This is an optimization exercise on Yosys and OpenROAD, whose aim is small area, a short achievable clock period and few clock cycles per item, not a production implementation.
In this exercise RTL edits were held to simulation tests only and were not proved equivalent to the original.
Power and IR drop assume default switching activity.

== alpha ==
Design MatrixMultiplier, start of the top module:
module MatrixMultiplier(
input   wire            CLK,
input   wire            NRST,  
input   wire            START,
input   wire    [7:0]   A,
input   wire    [7:0]   B,
output  wire    [16:0]  OUT,
output  wire            OUT_STROBE
);
Size in the first run: about 37 I/O pins.
clock: 5.5 ns
lec_check: 0
cap_margin: 20
core_margin: 2
core_utilization: 70
setup_slack_margin: 2.3
slew_margin: 20
tns_end_percent: 20
standard.sh (not shown) runs the stock make flow with config.mk's settings and CLKGATE_MAP_FILE= SYNTH_SCRIPT=/design/flow/synth_recipe.tcl, a recipe that flattens the netlist after the stock synthesis.
==> flow/flow/run.sh <==
#!/bin/bash
# Standard ORFS layout with these changes:
#  - flow/fapol.py then picks each full adder's polarity (a full adder is self-dual) and
#    swaps single-output gates for their complements, so that few inverters remain between
#    adders; registers and ports are untouched by both;
#  - the port buffers are buf_1 (sized up by repair as needed) instead of the delay-cell
#    buffer that buffer_ports picks by default.
set -euo pipefail
R=orfs/results/sky130hd/MatrixMultiplier/base
bash standard.sh synth > standard_synth.log 2>&1
cp $R/1_2_yosys.v yosys_netlist_orig.v
python3 flow/unfactor.py yosys_netlist_orig.v netlist_unfactor.v > unfactor.log 2>&1
python3 flow/fapol.py netlist_unfactor.v $R/1_2_yosys.v > fapol.log 2>&1
rm -f $R/1_synth.odb $R/1_synth.sdc
bash standard.sh synth > standard_synth2.log 2>&1
bash standard.sh "BUFFER_PORTS_ARGS=-buffer_cell sky130_fd_sc_hd__buf_1" finish > standard_finish.log 2>&1
Other scripts of this flow, unchanged in this note and not shown: flow/flow/fapol.py, flow/flow/unfactor.py
Testbench counts of alpha, summed over its fixed seeds: cycles 4,800, items 2,400.
diff inputs: alpha => beta
Settings: swapping 2.3 for 2.0 in SETUP_SLACK_MARGIN; putting ABC_CLOCK_PERIOD_IN_PS at 2500 where nothing was set.
## What came out
In beta the routed length on met3 turned out about 26% lower than in alpha.
Going from alpha to beta, fraction of area in multi-input gates now sits lower, first-iteration DRC count has decreased, total wire length has decreased.
The overall global routing resource usage of beta is lower than that of alpha.
The inputs of gamma differ from those of beta as listed below.
Settings: CTS_CLUSTER_SIZE: unset -> 32; CTS_CLUSTER_DIAMETER: unset -> 200; ABC_CLOCK_PERIOD_IN_PS: 2500 -> unset.
Findings:
Taking beta as the reference, in gamma final standard cell utilization of the core went down by 0.97 points; first-iteration DRC count went up by 29; share of the clock period used by the worst path after layout went up by 0.82 points; total power per unit cell area went down by 12 mW/mm²; worst slew slack as a fraction of its limit went down by 0.27 points.
In the reports for gamma and beta, the larger ratio of cells with drive above 1 in the final layout belongs to beta.
[inputs] delta vs gamma
Settings: clearing TNS_END_PERCENT, which used to be 20; swapping 2.0 for 2.3 in SETUP_SLACK_MARGIN; clearing CTS_CLUSTER_DIAMETER, which used to be 200; swapping 70 for 60 in CORE_UTILIZATION; clearing CTS_CLUSTER_SIZE, which used to be 32.
Findings:
When delta is set beside gamma, its net load switching power turns out to be about 5% larger. gamma leaves less setup margin than delta. Met3 track demand over resource in global routing: higher on delta. delta vs gamma, most common library cell in the layout ignoring fill and taps: sky130_fd_sc_hd__and3_1 vs sky130_fd_sc_hd__fa_1. Buffer and inverter count on the worst path for delta is lower than for gamma. gamma has a lower non-clock buffer count than delta. Final routed wirelength across all metal layers, gamma and delta, higher one = delta. Detailed route wirelength on metal2 ended up 11% higher on delta than on gamma. Against gamma, delta reports a share of cell area taken by flip-flops and latches that is lower.

========
Another version of the RTL of MatrixMultiplier (not shown whole).
Size in the first run: about 270 cells after synthesis.
// MatrixMultiplier
module MatrixMultiplier(
input   wire            CLK,
input   wire            NRST,  
input   wire            START,
input   wire    [7:0]   A,
input   wire    [7:0]   B,
output  wire    [16:0]  OUT,
output  wire            OUT_STROBE
);
export LEC_CHECK = 0
export CAP_MARGIN = 20
export CORE_MARGIN = 2
export CORE_UTILIZATION = 40
export SETUP_SLACK_MARGIN = 2.5
export SLEW_MARGIN = 20
create_clock -name core_clock -period 5.5 [get_ports {CLK}]
==> flow/flow/run.sh <==
#!/bin/bash
# Standard ORFS layout with two changes:
#  - after the standard synthesis, flow/fapol.py picks each full adder's polarity (a full
#    adder is self-dual) and swaps single-output gates for their complements, so that few
#    inverters remain between adders; registers are untouched;
#  - the port buffers are buf_1 (sized up by repair as needed) instead of the delay-cell
#    buffer that buffer_ports picks by default.
set -euo pipefail
R=orfs/results/sky130hd/MatrixMultiplier/base
bash standard.sh synth > standard_synth.log 2>&1
cp $R/1_2_yosys.v yosys_netlist_orig.v
python3 flow/fapol.py yosys_netlist_orig.v $R/1_2_yosys.v > fapol.log 2>&1
rm -f $R/1_synth.odb $R/1_synth.sdc
bash standard.sh synth > standard_synth2.log 2>&1
bash standard.sh "BUFFER_PORTS_ARGS=-buffer_cell sky130_fd_sc_hd__buf_1" finish > standard_finish.log 2>&1
Other scripts of this flow, unchanged in this note and not shown: flow/flow/fapol.py
The first run produced a clean layout.
Testbench counts at the start, summed over its fixed seeds: cycles 4,800, items 2,400.
Edit:
- CORE_UTILIZATION: 40 -> 75
- SETUP_SLACK_MARGIN: 2.5 -> 2.0
=>
- The changed run ran to the end with no violations
- via count decreases slightly
- register-to-register slack improves by 0.03 ns
- wire length decreases by a little under a tenth
- worst setup slack degrades by 0.018 ns
- design area decreases by roughly a tenth
- non-clock buffer count decreases by 15
- first-iteration DRC count increases by well over a third
- combinational power decreases by roughly a tenth
- area after synthesis is unchanged
- die area decreases by well over a third
- power decreases by roughly a tenth

==> afterwards: timing with drivers on the ports <==
How much do the figures lean on ideal ports? The routed layouts below were timed once more, with nothing changed but the port constraints. Step 1, drivers: a clkbuf_16 drives CLK and a buf_2 each remaining input, both assumed. Step 2 also shifts input and output timing later by t, the mid clock arrival at the registers, as if the neighbouring blocks saw the same clock. a / b / c = no drivers / after step 1 / after step 2; a / b = the first two.
| run | t (ns) | slack for setup (ns) | clock arrival spread, ns | slew at the worst register clock pin (ns) |
|---|---|---|---|---|
| alpha | 0.301 | 2.160 / 2.171 / 1.870 | 0.006 / 0.006 | 0.06 / 0.06 |
| beta | 0.305 | 2.099 / 2.103 / 1.798 | 0.012 / 0.013 | 0.07 / 0.07 |
| gamma | 0.303 | 2.054 / 2.060 / 1.757 | 0.007 / 0.007 | 0.07 / 0.07 |
| delta | 0.312 | 2.213 / 2.213 / 1.931 | 0.007 / 0.006 | 0.07 / 0.07 |
| the first run of note 2 | 0.310 | 1.991 / 2.001 / 1.691 | 0.012 / 0.012 | 0.11 / 0.11 |
| the second run of note 2 | 0.304 | 1.973 / 1.974 / 1.669 | 0.004 / 0.003 | 0.11 / 0.11 |
After both steps setup and hold are still met in every run listed. For the second run of note 2, which loses most, drivers alone change the setup slack by +0.001 ns; drivers and shift together by -0.304 ns.
